Source: an optimization exercise on an open RTL-to-GDS flow (aim: small area). Production flows keep margins and buffers that such runs may drop. Function was checked by simulation only, so behaviour that the tests miss may differ from the original. Power and IR drop assume default switching activity.

## flow/run.sh

```bash
#!/bin/bash
# synth_recipe.tcl (not shown) runs the flow's synth.tcl, then flattens the netlist and writes it again
# the make line also repeats each setting of config.mk as NAME=value (left out here)
make -C /OpenROAD-flow-scripts/flow DESIGN_CONFIG=/design/flow/config.mk WORK_HOME=/design/flow/orfs CLKGATE_MAP_FILE= SYNTH_SCRIPT=/design/flow/synth_recipe.tcl finish
```

## flow/config.mk

```make
export PLATFORM = sky130hd
export DESIGN_NAME = vga_controller
export DESIGN_NICKNAME = vga_controller
export VERILOG_FILES = /design/flow/design.v
export SDC_FILE = /design/flow/constraint.sdc
export NUM_CORES = 4
export LEC_CHECK = 0
export CAP_MARGIN = 20
export CORE_MARGIN = 2
export CORE_UTILIZATION = 30
export CTS_BUF_LIST = sky130_fd_sc_hd__clkbuf_4
export SLEW_MARGIN = 20
```

## flow/constraint.sdc

```tcl
create_clock -name core_clock -period 10.0 [get_ports {clk}]
set_input_delay 2.0000 -clock core_clock [delete_from_list [all_inputs] [get_ports {clk}]]
set_output_delay 2.0000 -clock core_clock [all_outputs]
set_load 0.01 [all_outputs]
```

## flow/design.v

```verilog
module vga_sync(
    input clk,
    input rst,
    output reg h_sync,
    output reg v_sync,
    output reg valid,
    output reg [5:0] a,
    output reg [2:0] b,
    output reg [2:0] p,
    output reg [9:0] y_counter
    );
wire [11:0] xc = {a, b, p};
wire x_end = a[5] & a[2] & a[1] & a[0] & b[2] & ~p[2] & p[1] & p[0];    
wire y_end = y_counter[9] & y_counter[3] & y_counter[2] & y_counter[1] & y_counter[0];   
always @(posedge clk)
  if (rst) begin
    a <= 6'd0; b <= 3'd1; p <= 3'd0;
    y_counter <= 10'd0;
    h_sync <= 1'b1;
    v_sync <= 1'b1;
    valid <= 1'b0;
  end else begin
    if (x_end) begin
      a <= 6'd0; b <= 3'd1; p <= 3'd0;
      y_counter <= y_end ? 10'd0 : y_counter + 10'd1;
    end else begin
      p <= p + 3'd1;
      if (p == 3'd7) begin
        if (b[2]) begin b <= 3'd0; a <= a + 6'd1; end
        else b <= b + 3'd1;
      end
    end
    h_sync <= ~((xc >= 12'd2080) && (xc <= 12'd2389));
    v_sync <= ~((y_counter == 10'd493) || (y_counter == 10'd494));
    valid <= x_end || (y_counter <= 10'd479 && xc <= 12'd2063);
  end
endmodule
module array_shifter(
    input [15:0] data,
    input en,
    input clk,
    input rst,
    output reg [287:0] SIPO,
    output reg [4:0] lim
    );
always @(posedge clk)
  if (en) SIPO <= {data, SIPO[287:16]};
always @(posedge clk)
  if (rst) lim <= 5'd24;
  else if (en && lim != 5'd6) lim <= lim - 5'd1;
endmodule
module char_pos(input [1:0] a, input [2:0] b, output [4:0] code);
assign code[0] = (b[1] & a[1]) | (~b[0] & ~b[2] & a[0]) | (b[2] & a[1]) | (~b[1] & ~b[2] & a[0] & ~a[1]);
assign code[1] = (b[0] & ~a[0]) | (b[0] & b[1] & a[1]) | (~b[1] & ~b[2] & ~a[1]) | (~b[0] & ~b[1] & a[1]) | (b[2] & ~a[0]);
assign code[2] = (b[1] & ~a[0]) | (b[2] & ~a[0]) | (b[0] & a[0] & ~a[1]) | (~b[0] & a[1]);
assign code[3] = (~b[0] & ~b[1] & ~a[0]) | (b[0] & ~b[1] & a[0] & ~a[1]) | (b[2]);
assign code[4] = (b[1]) | (~b[0] & a[0]) | (b[0] & ~a[1]);
endmodule
module num_pos(input [4:0] code, input [2:0] r, input [2:0] c, output pix);
reg [7:0] row;
always @*
  case ({code, r})
    8'd0: row = 8'b00111100;
    8'd1: row = 8'b01100110;
    8'd2: row = 8'b01100110;
    8'd3: row = 8'b01100110;
    8'd4: row = 8'b01100110;
    8'd5: row = 8'b01100110;
    8'd6: row = 8'b00111100;
    8'd7: row = 8'b00000000;
    8'd8: row = 8'b00011000;
    8'd9: row = 8'b00011000;
    8'd10: row = 8'b00111000;
    8'd11: row = 8'b00011000;
    8'd12: row = 8'b00011000;
    8'd13: row = 8'b00011000;
    8'd14: row = 8'b01111110;
    8'd15: row = 8'b00000000;
    8'd16: row = 8'b00111100;
    8'd17: row = 8'b01100110;
    8'd18: row = 8'b00000110;
    8'd19: row = 8'b00001100;
    8'd20: row = 8'b00110000;
    8'd21: row = 8'b01100000;
    8'd22: row = 8'b01111110;
    8'd23: row = 8'b00000000;
    8'd24: row = 8'b00111100;
    8'd25: row = 8'b01100110;
    8'd26: row = 8'b00000110;
    8'd27: row = 8'b00011100;
    8'd28: row = 8'b00000110;
    8'd29: row = 8'b01100110;
    8'd30: row = 8'b00111100;
    8'd31: row = 8'b00000000;
    8'd32: row = 8'b00000110;
    8'd33: row = 8'b00001110;
    8'd34: row = 8'b00011110;
    8'd35: row = 8'b01100110;
    8'd36: row = 8'b01111111;
    8'd37: row = 8'b00000110;
    8'd38: row = 8'b00000110;
    8'd39: row = 8'b00000000;
    8'd40: row = 8'b01111110;
    8'd41: row = 8'b01100000;
    8'd42: row = 8'b01111100;
    8'd43: row = 8'b00000110;
    8'd44: row = 8'b00000110;
    8'd45: row = 8'b01100110;
    8'd46: row = 8'b00111100;
    8'd47: row = 8'b00000000;
    8'd48: row = 8'b00111100;
    8'd49: row = 8'b01100110;
    8'd50: row = 8'b01100000;
    8'd51: row = 8'b01111100;
    8'd52: row = 8'b01100110;
    8'd53: row = 8'b01100110;
    8'd54: row = 8'b00111100;
    8'd55: row = 8'b00000000;
    8'd56: row = 8'b01111110;
    8'd57: row = 8'b01100110;
    8'd58: row = 8'b00001100;
    8'd59: row = 8'b00011000;
    8'd60: row = 8'b00011000;
    8'd61: row = 8'b00011000;
    8'd62: row = 8'b00011000;
    8'd63: row = 8'b00000000;
    8'd64: row = 8'b00111100;
    8'd65: row = 8'b01100110;
    8'd66: row = 8'b01100110;
    8'd67: row = 8'b00111100;
    8'd68: row = 8'b01100110;
    8'd69: row = 8'b01100110;
    8'd70: row = 8'b00111100;
    8'd71: row = 8'b00000000;
    8'd72: row = 8'b00111100;
    8'd73: row = 8'b01100110;
    8'd74: row = 8'b01100110;
    8'd75: row = 8'b00111110;
    8'd76: row = 8'b00000110;
    8'd77: row = 8'b01100110;
    8'd78: row = 8'b00111100;
    8'd79: row = 8'b00000000;
    8'd80: row = 8'b00011000;
    8'd81: row = 8'b00111100;
    8'd82: row = 8'b01100110;
    8'd83: row = 8'b01111110;
    8'd84: row = 8'b01100110;
    8'd85: row = 8'b01100110;
    8'd86: row = 8'b01100110;
    8'd87: row = 8'b00000000;
    8'd88: row = 8'b01111100;
    8'd89: row = 8'b01100110;
    8'd90: row = 8'b01100110;
    8'd91: row = 8'b01111100;
    8'd92: row = 8'b01100110;
    8'd93: row = 8'b01100110;
    8'd94: row = 8'b01111100;
    8'd95: row = 8'b00000000;
    8'd96: row = 8'b00111100;
    8'd97: row = 8'b01100110;
    8'd98: row = 8'b01100000;
    8'd99: row = 8'b01100000;
    8'd100: row = 8'b01100000;
    8'd101: row = 8'b01100110;
    8'd102: row = 8'b00111100;
    8'd103: row = 8'b00000000;
    8'd104: row = 8'b01111000;
    8'd105: row = 8'b01101100;
    8'd106: row = 8'b01100110;
    8'd107: row = 8'b01100110;
    8'd108: row = 8'b01100110;
    8'd109: row = 8'b01101100;
    8'd110: row = 8'b01111000;
    8'd111: row = 8'b00000000;
    8'd112: row = 8'b01111110;
    8'd113: row = 8'b01100000;
    8'd114: row = 8'b01100000;
    8'd115: row = 8'b01111000;
    8'd116: row = 8'b01100000;
    8'd117: row = 8'b01100000;
    8'd118: row = 8'b01111110;
    8'd119: row = 8'b00000000;
    8'd120: row = 8'b01111110;
    8'd121: row = 8'b01100000;
    8'd122: row = 8'b01100000;
    8'd123: row = 8'b01111000;
    8'd124: row = 8'b01100000;
    8'd125: row = 8'b01100000;
    8'd126: row = 8'b01100000;
    8'd127: row = 8'b00000000;
    8'd128: row = 8'b00000000;
    8'd129: row = 8'b00000000;
    8'd130: row = 8'b00000000;
    8'd131: row = 8'b00000000;
    8'd132: row = 8'b00000000;
    8'd133: row = 8'b00011000;
    8'd134: row = 8'b00011000;
    8'd135: row = 8'b00110000;
    8'd136: row = 8'b00111100;
    8'd137: row = 8'b00011000;
    8'd138: row = 8'b00011000;
    8'd139: row = 8'b00011000;
    8'd140: row = 8'b00011000;
    8'd141: row = 8'b00011000;
    8'd142: row = 8'b00111100;
    8'd143: row = 8'b00000000;
    8'd144: row = 8'b01100110;
    8'd145: row = 8'b01110110;
    8'd146: row = 8'b01111110;
    8'd147: row = 8'b01111110;
    8'd148: row = 8'b01101110;
    8'd149: row = 8'b01100110;
    8'd150: row = 8'b01100110;
    8'd151: row = 8'b00000000;
    8'd152: row = 8'b01111100;
    8'd153: row = 8'b01100110;
    8'd154: row = 8'b01100110;
    8'd155: row = 8'b01111100;
    8'd156: row = 8'b01111000;
    8'd157: row = 8'b01101100;
    8'd158: row = 8'b01100110;
    8'd159: row = 8'b00000000;
    8'd160: row = 8'b00111100;
    8'd161: row = 8'b01100110;
    8'd162: row = 8'b01100000;
    8'd163: row = 8'b00111100;
    8'd164: row = 8'b00000110;
    8'd165: row = 8'b01100110;
    8'd166: row = 8'b00111100;
    8'd167: row = 8'b00000000;
    8'd168: row = 8'b01100110;
    8'd169: row = 8'b01100110;
    8'd170: row = 8'b01100110;
    8'd171: row = 8'b01100110;
    8'd172: row = 8'b01100110;
    8'd173: row = 8'b01100110;
    8'd174: row = 8'b00111100;
    8'd175: row = 8'b00000000;
    8'd176: row = 8'b01100011;
    8'd177: row = 8'b01100011;
    8'd178: row = 8'b01100011;
    8'd179: row = 8'b01101011;
    8'd180: row = 8'b01111111;
    8'd181: row = 8'b01110111;
    8'd182: row = 8'b01100011;
    8'd183: row = 8'b00000000;
    8'd184: row = 8'b01100110;
    8'd185: row = 8'b01100110;
    8'd186: row = 8'b01100110;
    8'd187: row = 8'b00111100;
    8'd188: row = 8'b00011000;
    8'd189: row = 8'b00011000;
    8'd190: row = 8'b00011000;
    8'd191: row = 8'b00000000;
    8'd192: row = 8'b00000000;
    8'd193: row = 8'b00011000;
    8'd194: row = 8'b00011000;
    8'd195: row = 8'b00000000;
    8'd196: row = 8'b00000000;
    8'd197: row = 8'b00011000;
    8'd198: row = 8'b00011000;
    8'd199: row = 8'b00000000;
    default: row = 8'b0;
  endcase
assign pix = row[3'd7 - c];
endmodule
module vga_controller(
    input clk,
    input rst,
    input [15:0] data,
    input en,
    output h_sync,
    output v_sync,
    output red0,
    output red1,
    output green0,
    output green1,
    output blue0,
    output blue1
    );
wire [5:0] a;
wire [2:0] b, p;
wire [9:0] y;
wire valid;
wire [287:0] SIPO;
wire [4:0] lim;
vga_sync sync_50M(.clk(clk), .rst(rst), .h_sync(h_sync), .v_sync(v_sync), .valid(valid),
                  .a(a), .b(b), .p(p), .y_counter(y));
array_shifter myshift(.data(data), .en(en), .clk(clk), .rst(rst), .SIPO(SIPO), .lim(lim));
wire text_row = (y >= 10'd124) && (y <= 10'd131);
wire [2:0] r = {~y[2], y[1:0]};   
wire [2:0] c = p - 3'd3;          
wire [17:0] ws;
genvar k;
generate for (k = 0; k < 18; k = k + 1) begin : g_ws
  assign ws[k] = (a == k + 6);
end endgenerate
reg [15:0] wd;
integer i;
always @* begin
  wd = 16'd0;
  for (i = 0; i < 18; i = i + 1)
    wd = wd | (SIPO[16*i +: 16] & {16{ws[i]}});
end
wire [3:0] nib = ((wd[15:12] & {4{b == 3'd0}}) | (wd[11:8] & {4{b == 3'd1}}) |
                  (wd[7:4] & {4{b == 3'd2}}) | (wd[3:0] & {4{b == 3'd3}})) & {4{{1'b0, a} >= lim}};
wire [4:0] fcode;
char_pos u_chr(.a(a[1:0]), .b(b), .code(fcode));
wire in_digits = (a >= 6'd6) && (a <= 6'd23);
wire is_comma = b[2];
wire in_fixed = (a >= 6'd3) && (a <= 6'd5);
wire [4:0] ncode = !text_row ? 5'd31 :
                   in_digits ? (!is_comma ? {1'b0, nib} : (a != 6'd23) ? 5'd16 : 5'd31) :
                   in_fixed ? fcode : 5'd31;
reg [4:0] code;
reg pix;
wire gpix;
num_pos u_num(.code(code), .r(r), .c(c), .pix(gpix));
always @(posedge clk)
  if (rst) begin
    code <= 5'd31; pix <= 1'b0;
  end else begin
    if (p == 3'd2) code <= ncode;
    pix <= gpix;
  end
assign green0 = pix & valid;
assign red0 = 1'b0;
assign red1 = 1'b0;
assign green1 = 1'b0;
assign blue0 = 1'b0;
assign blue1 = 1'b0;
endmodule
```

==> impl_results.md, run 1 <==
* Max-Cap Viols at 0
* HP Class: reg -> reg
* Largest cells by area after synthesis: edfxtp_1 (60%), dfxtp_1 (5.0%), a22oi_1 (3.9%)
* Worst vdd ir at 0.0809 mV
* Via count at 10000
* Post-Route Setup TNS at 0 ps
* Ports at 27
* Vias in the first global route at 9813
* Final WS setup at 6270 ps
* Final net count at 1186
* Area leader, netlist: edfxtp_1
* Synth cell count leaders: edfxtp_1 (288), a22oi_1 (74), nor2_1 (68)
* Ratio of cells with drive above 1 in the final layout at 0.128
* Yosys top cell area share at 0.605
* Clock Tree Buf Depth at 3
* Synth Flop Type: edfxtp_1
* Fin crit period at 3730 ps
* Pwr per Cell Area at 174 nW/um^2
* Sequential-to-total area share from yosys stat at 0.655
* Final period util at 0.373
* IO Port Bufs at 21
* Synth Cell Area at 14300 um^2
* Place WS at 6080 ps
* Final non-filler cell total at 1805
* Hold Buf Count CTS at 0
* Synth cell types at 77
* Placed Cells incl. Taps at 1655
* Worst Skew at 51.4 ps
* RSZ-0062 raised after global routing: no
* GR Layer Usage met2 at 0.231
* First-pass DRT Iterations at 9
* First-pass GRT wire length at 58500 um
* H-tree Lvls at 3
* Grt peak-use layer: met2
* Die height at 222 um
* CP arrival at 1730 ps
* Total CTS buffers at 85
* Clock transition at path regs at 70 ps
* Syn avg cell area at 13.2 um^2
* Worst EP required at 8000 ps
* Antenna-violating nets left at 0
* GRT Total Usage at 0.152
* Core Area at 46800 um^2
* Max-slew violation count at 0
* Postcts setup bufs at 0
* Starting Density at 0.306
* Drt total wl at 38200 um
* Site Rows at 79
* Via density at 5.56
* WL per Instance at 21.1 um
* P_leak at 5.53 nW
* Crit-path max FO at 1
* Pwr Total at 2.80 mW
* CTS sink count at 324
* Met1 usage at 0.213
* Final setup viols at 0
* Final Hold Viols at 0
* Crit end category: primary output
* Most frequent cell after synthesis: edfxtp_1
* Met3 usage at 0.0357
* Worst Tran Pin Value at 1030 ps
* Fillcell total at 4549
* Initial antenna violation count at 1
* Post-CTS sizing at 0
* Initial drt markers at 1238
* GPL Wtd Cong at 0.898
* Critical setup path kind: reg -> out
* DRC Markers at 0
* Fmax at 0.268 GHz
* Die Footprint at 49400 um^2
* Area growth syn-to-layout at 12.7%
* Outcome: no timing/DRC/antenna violations
* CTS tree: built
* Largest net degree at the start of global routing at 172
* Post-synthesis sequential element count at 324
* Relative slew slack at 0.312
* Critical path startpoint category: register
* Number of enable flip-flop cells after synthesis at 288
* Synth warn at 4
* Die W at 222 um
* Synthesized instance count at 1084
* Worst skew pair latency at 750 ps
* Asr flop ratio synth at 0
* DP HPWL at 23000 um
* Clock root cell: clkbuf_4
* GR Overflow Total at 0
[cells by family after synthesis]
group                    count (synthesis)  synth area share
AND/OR/NAND/NOR                        289             0.106
other                                    1          0.000262
buffers and inverters                   98            0.0305
XOR/XNOR                                18            0.0110
adder cells (fa/ha/maj)                 32            0.0280
AO/OA/AOI/OAI                          310             0.160
multiplexers                            12           0.00840
flip-flops                             324             0.655
[where the power goes]
| part | total, mW | internal (mW) | leakage (nW) | switching (mW) |
|---|---|---|---|---|
| logic | 0.0621 | 0.0213 | 1.80 | 0.0408 |
| clock network | 1.14 | 0.568 | 0.617 | 0.567 |
| registers | 1.60 | 1.56 | 3.11 | 0.0437 |
| total | 2.80 | 2.15 | 5.53 | 0.652 |
[registers in the layout, summed over array words and instances (netlist names)]
| signal | cells |
|---|---|
| code | 5 |
| pix | 1 |
| sync_50M.valid | 1 |
| myshift.lim | 5 |
| sync_50M.p | 3 |
| myshift.SIPO | 288 |
| sync_50M.y_counter | 10 |
| sync_50M.a | 6 |
| sync_50M.b | 3 |
| sync_50M.h_sync | 1 |
| sync_50M.v_sync | 1 |
[final cells by class]
type                    count  area, um^2  share of cell area
diodes                      1        2.50            0.000155
clock buffers             116         871              0.0541
clock inverters            33         173              0.0107
inverters                  22        82.6             0.00513
multi-input cells         666        4510               0.280
flip-flops and latches    324        9370               0.582
well taps                 607         759              0.0472
repair buffers             36         340              0.0211
[worst paths after layout]
check,start,to,slack [ps],depth (start not counted)
max reg2reg,sync_50M.a[1],code[1],6430,9
max,pix,green0,6270,2
min reg2reg,myshift.SIPO[29],myshift.SIPO[13],430,0
min,myshift.SIPO[29],myshift.SIPO[13],430,0
[worst max-delay path: stages (launching register included)]
cell and delay (ps):
dfxtp_1 330, and2_1 140, clkdlybuf4s50_1 530
[layout by cell type, fill, tap and decap left out, types with 10 or more instances in the layout]
cell type	n
a21oi_1	48
a221oi_1	20
a222oi_1	12
a22o_1	17
a22oi_1	74
a31oi_1	16
and2_1	21
buf_4	14
clkbuf_4	116
clkdlybuf4s50_1	20
clkinv_1	24
dfxtp_1	36
edfxtp_1	288
ha_1	32
inv_1	21
mux2i_1	12
nand2_1	57
nand2b_1	14
nand3_1	27
nand4_1	22
nor2_1	67
nor2b_1	17
nor3_1	16
o21ai_0	25
xnor2_1	10
[metrics by stage]
step | utilization | instance area (um^2) | hold WS [ps]
2_1_floorplan | - | 14300 | 418
3_3_place_gp | 0.322 | 15100 | 425
3_5_place_dp | 0.322 | 15100 | 424
4_1_cts | 0.344 | 16100 | 435
5_1_grt | 0.344 | 16100 | 451
6_report | 0.344 | 16100 | 432
[per-layer routing]
layer,share of wire,vias to the layer above
li1,-,4451
met1,0.44,5002
met2,0.45,508
met3,0.081,82
met4,0.024,0
met5,0,-
==> run 2: changes to the inputs <==
--- a/flow/config.mk
+++ b/flow/config.mk
@@ -10,3 +10,2 @@
 export CORE_UTILIZATION = 30
-export CTS_BUF_LIST = sky130_fd_sc_hd__clkbuf_4
 export SLEW_MARGIN = 20
==> impl_results.md, run 2 <==
* Clock Tree Buf Depth at 3
* Outcome: no timing/DRC/antenna violations
* Starting Density at 0.306
* Number of enable flip-flop cells after synthesis at 288
* Pwr Total at 2.90 mW
* Pwr per Cell Area at 180 nW/um^2
* Combinational fraction of design power at 0.021
* Worst Setup EP: code[1]
* Commonest non-fill, non-tap cells in the layout: edfxtp_1 (288), a22oi_1 (74), nor2_1 (67)
* Clock transition at path regs at 60 ps
* Synth Flop Type: edfxtp_1
* Top routing layer used: met4
* WL per Instance at 21.9 um
* Final setup viols at 0
* DRC Markers at 0
* P_leak at 5.44 nW
* Ports at 27
* Synth cell count leaders: edfxtp_1 (288), a22oi_1 (74), nor2_1 (68)
* IO Port Bufs at 21
* Final net count at 1137
* Max-slew violation count at 0
* Worst r2r src: sync_50M.a[1]
* CP max-delay cell: dfxtp_1
* Syn avg cell area at 13.2 um^2
* Crit. Startpoint: sync_50M.a[1]
* Fmax at 0.275 GHz
* Crit-path max FO at 13
* CP arrival at 4020 ps
* CP most frequent cell: a221oi_1
* GR Overflow Total at 0
* First-pass GRT wire length at 57600 um
* R2R setup slack at 6370 ps
* Vias in the first global route at 9340
* Max reg flops at 288
* Hold wc startpoint: myshift.SIPO[262]
* Net Switching at 0.617 mW
* Post-CTS sizing at 0
* Max-Cap Viols at 0
* Postcts setup bufs at 0
* Number of diodes at 0
* Most flops, register: myshift.SIPO
* Final period util at 0.363
* Via count at 9694
* Largest net degree at the start of global routing at 172
* Area growth syn-to-layout at 12.9%
* First-pass DRT Iterations at 7
* Post-synthesis sequential element count at 324
* Clock root cell: clkbuf_16
* Reg2reg end: code[1]
* Cell Int Power at 2.29 mW
* CP delay by family, top: compound AO/OA/AOI/OAI gates
* Die height at 222 um
* Largest regs: myshift.SIPO: 288 flops, sync_50M.y_counter: 10 flops, sync_50M.a: 6 flops
* Flop pwr share at 0.552
* Met3 routed WL at 2590 um
* Site Rows at 79
* Asr flop ratio synth at 0
* Area leader, netlist: edfxtp_1
* Most frequent cell after synthesis: edfxtp_1
* Synth warn at 4
* RSZ-0062 raised after global routing: no
* Critical path's largest stage delay at 580 ps
* Worst R2R Path Depth at 9
* Crit end category: register
* GPL Wtd Cong at 0.898
* Most common cell after layout, fill and taps aside: edfxtp_1
* Ratio of cells with drive above 1 in the final layout at 0.0658
* Met2 wire length at 17100 um
* Worst Tran Pin Value at 994 ps
* H-tree Lvls at 2
* Final WS setup at 6370 ps
* Crit-path cells: inv_1 -> ha_1 -> buf_4 -> and2_1 -> a22o_1 -> a221oi_1 -> nand4_1 -> a221oi_1 -> a31oi_1
* Fin crit period at 3630 ps
* CTS sink count at 324
* Relative slew slack at 0.337
* Worst skew pair latency at 530 ps
* Worst EP required at 10390 ps
* Place WS at 6080 ps
* Post-Route Setup TNS at 0 ps
* Initial antenna violation count at 0
* GRT Total Usage at 0.149
* Worst Skew at 15.1 ps
* M1 WL at 16900 um
* Final Hold Viols at 0
* Sequential-to-total area share from yosys stat at 0.655
* Critical setup path kind: reg -> reg
* Total CTS buffers at 36
* Synthesized instance count at 1084
* Synth cell types at 77
* WP buf/inv at 2
* Core Area at 46800 um^2
* Synth Cell Area at 14300 um^2
* Die Footprint at 49400 um^2
* Drt total wl at 37600 um
* Yosys top cell area share at 0.605
* Die W at 222 um
* Largest cells by area after synthesis: edfxtp_1 (60%), dfxtp_1 (5.0%), a22oi_1 (3.9%)
* Initial drt markers at 1218
* Worst vdd ir at 0.127 mV
* CTS tree: built
* DP HPWL at 23000 um
* Antenna-violating nets left at 0
* Via density at 5.65
* Critical path startpoint category: register
* Hold Buf Count CTS at 0
* Clock Power Share at 0.426
* HP Class: reg -> reg
* Sw frac at 0.213
* WHS at 441 ps
* Crit path depth at 9
run 2: cells by family after synthesis:
group,share of synthesized area
AOI/OAI and AO/OA,0.160
xor gates and xnor gates,0.0110
adders and majority gates,0.0280
buffers and inverters,0.0305
DFF,0.655
muxes,0.00840
other,0.000262
and+or+nand+nor,0.106
run 2: power by group through the flow:
| stage | Sequential, mW | Combinational [mW] | Clock [mW] |
|---|---|---|---|
| 2_1_floorplan | 1.61 | 0.0273 | 0 |
| 3_3_place_gp | 1.63 | 0.0610 | 0 |
| 3_5_place_dp | 1.63 | 0.0627 | 0 |
| 4_1_cts | 1.60 | 0.0628 | 1.26 |
| 5_1_grt | 1.61 | 0.0692 | 1.31 |
| 6_report | 1.60 | 0.0620 | 1.24 |
run 2: final cells by class:
class / instances / area, um^2
fill: 4540 / 30600
clock buffer: 46 / 958
multi-input combinational: 666 / 4510
sequential: 324 / 9370
tap: 607 / 759
timing repair buffer: 36 / 340
clock inverter: 16 / 115
inverter: 22 / 82.6
run 2: per-stage QoR:
| step | cell area (um^2) | std cells | utilization |
|---|---|---|---|
| after floorplan | 14300 | 1088 | - |
| after global placement | 15100 | 1655 | 0.322 |
| after detailed placement | 15100 | 1655 | 0.322 |
| after CTS | 16100 | 1717 | 0.345 |
| after global routing | 16100 | 1717 | 0.345 |
| final | 16100 | 1717 | 0.345 |
run 2: metal layers:
metal / global-route usage / vias to the layer above
met5: 0 / -
met4: 0.0445 / 0
met3: 0.0226 / 71
met2: 0.231 / 439
met1: 0.215 / 4871
li1: - / 4313
run 2: worst min-delay path by stage:
| stage | to | slack, ps | cells after the start |
|---|---|---|---|
| global placement | myshift.SIPO[246] | 420 | 0 |
| finish | myshift.SIPO[246] | 440 | 0 |
| global route | myshift.SIPO[246] | 440 | 0 |
| detailed placement | myshift.SIPO[246] | 420 | 0 |
| CTS | myshift.SIPO[246] | 440 | 0 |
| floorplan | myshift.SIPO[198] | 420 | 0 |
==> run 3: changes to the inputs <==
==> flow/flow/run.sh (new file) <==
#!/bin/bash
# Own flow: the standard layout (standard.sh), except that synthesis maps the logic with
# an area-oriented ABC script. Everything before ABC, and so every register, is the standard
# synthesis's. Each tool's log stays under orfs/logs/; make's output goes to flow_make.log.
set -euo pipefail
W=$PWD
F=$(cd "$(dirname "${BASH_SOURCE[0]}")" && pwd)
export MY_ABC_SCRIPT=$F/abc_area.script
{
  head -n 1 synth_recipe.tcl
  cat <<'TCL'
proc abc {args} {
  set i [lsearch -exact $args -script]
  if {$i >= 0} { set args [lreplace $args [expr {$i + 1}] [expr {$i + 1}] $::env(MY_ABC_SCRIPT)] }
  yosys abc {*}$args
}
TCL
  tail -n +2 synth_recipe.tcl
} > "$W/area_synth.tcl"
sed "s#SYNTH_SCRIPT=[^ ]*#SYNTH_SCRIPT=$W/area_synth.tcl#" standard.sh > "$W/area_standard.sh"
grep -q "SYNTH_SCRIPT=$W/area_synth.tcl" "$W/area_standard.sh"
bash "$W/area_standard.sh" finish > "$W/flow_make.log" 2>&1
test -s out/final.def
==> flow/flow/abc_area.script (new file) <==
&get -n
&st
&dch
&nf -R 1000
&put
==> flow/standard.sh (new file) <==
#!/bin/bash
# synth_recipe.tcl (not shown) runs the flow's synth.tcl, then flattens the netlist and writes it again
# the make line also repeats each setting of config.mk as NAME=value (left out here)
make -C /OpenROAD-flow-scripts/flow DESIGN_CONFIG=/design/flow/config.mk WORK_HOME=/design/flow/orfs CLKGATE_MAP_FILE= SYNTH_SCRIPT=/design/flow/synth_recipe.tcl "${@:-finish}"
--- a/flow/config.mk
+++ b/flow/config.mk
@@ -10,2 +10,3 @@
 export CORE_UTILIZATION = 30
+export CTS_BUF_LIST = sky130_fd_sc_hd__clkbuf_4
 export SLEW_MARGIN = 20
removed: flow/run.sh
==> impl_results.md, run 3 <==
* Outcome: no timing/DRC/antenna violations
* Worst R2R Path Depth at 14
* Max reg flops at 288
* Post-synthesis sequential element count at 324
* Initial antenna violation count at 2
* Die W at 215 um
* Post-CTS sizing at 0
* Fillcell total at 4396
* Crit end category: register
* Final net count at 1131
* Clock transition at path regs at 70 ps
* Largest regs: myshift.SIPO: 288 flops, sync_50M.y_counter: 10 flops, sync_50M.a: 6 flops
* Syn avg cell area at 13.8 um^2
* Final setup viols at 0
* Post-Route Setup TNS at 0 ps
* Synth Cell Area at 13400 um^2
* Synthesized instance count at 968
* Via density at 5.33
* DRC Markers at 0
* Commonest non-fill, non-tap cells in the layout: edfxtp_1 (288), clkbuf_4 (121), nand2_1 (97)
* DP Area at 14500 um^2
* Sequential-to-total area share from yosys stat at 0.699
* Pwr per Cell Area at 182 nW/um^2
* Max-slew violation count at 0
* First-pass DRT Iterations at 7
* Final Hold Viols at 0
* Number of enable flip-flop cells after synthesis at 288
* Via count at 9245
* Vias in the first global route at 9137
* Asr flop ratio synth at 0
* WL per Instance at 19.1 um
* Final period util at 0.395
* Critical setup path kind: reg -> reg
* H-tree Lvls at 3
* Core Area at 44100 um^2
* Worst Skew at 61.3 ps
* CTS sink count at 324
* P_leak at 5.32 nW
* Clock Tree Buf Depth at 3
* Crit path depth at 14
* Total CTS buffers at 77
* Starting Density at 0.304
* Die Footprint at 46400 um^2
* RSZ-0062 raised after global routing: no
* Clock root cell: clkbuf_4
* CP most frequent cell: o21ai_0
* Relative slew slack at 0.292
* Ports at 27
* Crit-path cells: clkinv_1 -> ha_1 -> and3_1 -> a222oi_1 -> a21boi_0 -> nand4_1 -> o21ai_0 -> o21ai_0 -> nor2_1 -> o21ai_0 -> nand2_1 -> o21ai_0 -> nor3_1 -> o21ai_0
* Worst Tran Pin Value at 1060 ps
* GR Overflow Total at 0
* Synth Flop Type: edfxtp_1
* Antenna-violating nets left at 0
* WP buf/inv at 1
* Worst EP required at 10570 ps
* IO Port Bufs at 21
* Most common cell after layout, fill and taps aside: edfxtp_1
* CP arrival at 4520 ps
* Critical path startpoint category: register
* Area leader, netlist: edfxtp_1
* Crit-path max FO at 16
* Critical path's largest stage delay at 560 ps
* Largest net degree at the start of global routing at 169
* CP max-delay cell: dfxtp_1
* First-pass GRT wire length at 52200 um
* CP delay by family, top: compound AO/OA/AOI/OAI gates
* Most flops, register: myshift.SIPO
* Max-Cap Viols at 0
* Drt total wl at 33200 um
* Die height at 215 um
* Yosys top cell area share at 0.646
* Ratio of cells with drive above 1 in the final layout at 0.131
* Most frequent cell after synthesis: edfxtp_1
* Worst Hold Path Cells at 0
* Worst skew pair latency at 720 ps
* GPL Wtd Cong at 0.896
* Initial drt markers at 1302
* Postcts setup bufs at 0
* Synth warn at 4
* Largest cells by area after synthesis: edfxtp_1 (65%), a222oi_1 (5.4%), dfxtp_1 (5.4%)
* Synth cell count leaders: edfxtp_1 (288), nand2_1 (97), nor2_1 (77)
* Worst vdd ir at 0.118 mV
* CTS tree: built
* Finished Cell Area at 15500 um^2
* Synth cell types at 53
* Area growth syn-to-layout at 15.8%
* Fin crit period at 3950 ps
* Hold Buf Count CTS at 0
* GRT Total Usage at 0.141
* HP Class: reg -> reg
* Site Rows at 77
* Fmax at 0.253 GHz
* DP HPWL at 20100 um
run 3: cell count changes after synthesis, moves of 12 or more:
| cell | delta |
|---|---|
| and2_1 | -21 |
| a22oi_1 | -52 |
| a221oi_1 | -17 |
| clkinv_1 | +21 |
| buf_2 | -24 |
| a22o_1 | -15 |
| a222oi_1 | +60 |
| inv_1 | -21 |
| o21ai_0 | +45 |
| clkbuf_1 | -40 |
| nand2_1 | +40 |
| mux2i_1 | -12 |
| nand3_1 | -17 |
run 3: kinds of logic (layout without fill, tap and decap cells):
family          after synthesis  in the layout  share of synthesized area
flops                       324            324                      0.699
compound gates              297            297                      0.159
simple gates                278            278                     0.0963
fa+ha+maj                    32             32                     0.0299
buf+inv                      27            194                    0.00897
xor+xnor                      8              8                    0.00523
other cells                   1              8                   0.000280
mux                           1              1                   0.000841
run 3: worst paths after layout:
path	from	to	slack (ps)
max	sync_50M.a[1]	code[0]	6050
min	myshift.SIPO[194]	myshift.SIPO[178]	410
max reg2reg	sync_50M.a[1]	code[0]	6050
min reg2reg	myshift.SIPO[194]	myshift.SIPO[178]	410
run 3: layout make-up:
type                    count  area, um^2  share of cell area
repair buffers             34         325              0.0210
diodes                      3        7.51            0.000484
multi-input cells         621        3970               0.256
clock inverters            17         105             0.00678
well taps                 592         741              0.0478
clock buffers             121         908              0.0586
inverters                  22        82.6             0.00532
flip-flops and latches    324        9370               0.604
run 3: power by group:
group          switching [mW]  internal [mW]  leakage [nW]
clock network           0.530          0.577         0.602
logic                  0.0730         0.0359          1.61
registers              0.0440           1.56          3.11
run 3: routing by layer:
metal,part of all wire,GRT usage,vias to the layer above,wire length [um]
met3,0.077,0.0226,61,2550
met5,0,0,-,0
met1,0.43,0.193,4513,14100
met2,0.48,0.225,424,15900
li1,-,-,4247,-
met4,0.019,0.0540,0,637
run 3: per-stage QoR:
step / hold slack, ps / power (mW) / setup slack [ps] / std cells / utilization
CTS: 402 / 2.84 / 6090 / 1731 / 0.351
global placement: 428 / 1.74 / 6080 / 1593 / 0.328
detailed placement: 434 / 1.74 / 6030 / 1593 / 0.328
global route: 411 / 2.93 / 5680 / 1734 / 0.351
floorplan: 421 / 1.67 / 7190 / 972 / -
finish: 409 / 2.82 / 6050 / 1734 / 0.351

-- static timing again, ports no longer ideal --
No port has a modelled driver above. Below, the same layouts with a new extraction and two added sets of constraints. Step 1: set_driving_cell puts a clkbuf_16 on clk and a buf_2 on each other input, an assumption about the parent block. Step 2 times the ports against the registers' clock, not the clock port: input delays grow and output delays shrink by t, the midpoint of the rising clock arrivals with the driver on. Three values: ideal ports, drivers, drivers and shift; two values: the first two.
run	t (ns)	setup slack, ns	clock arrival spread, ns
run 1	0.774	6.269 / 6.222 / 5.961	0.051 / 0.051
run 2	0.573	6.365 / 6.365 / 5.991	0.019 / 0.019
run 3	0.742	6.054 / 6.054 / 6.028	0.074 / 0.073
After both steps every run listed still meets setup and hold. The setup slack of run 2, which loses most, moves by 0.000 ns with the drivers and by -0.374 ns with both steps.
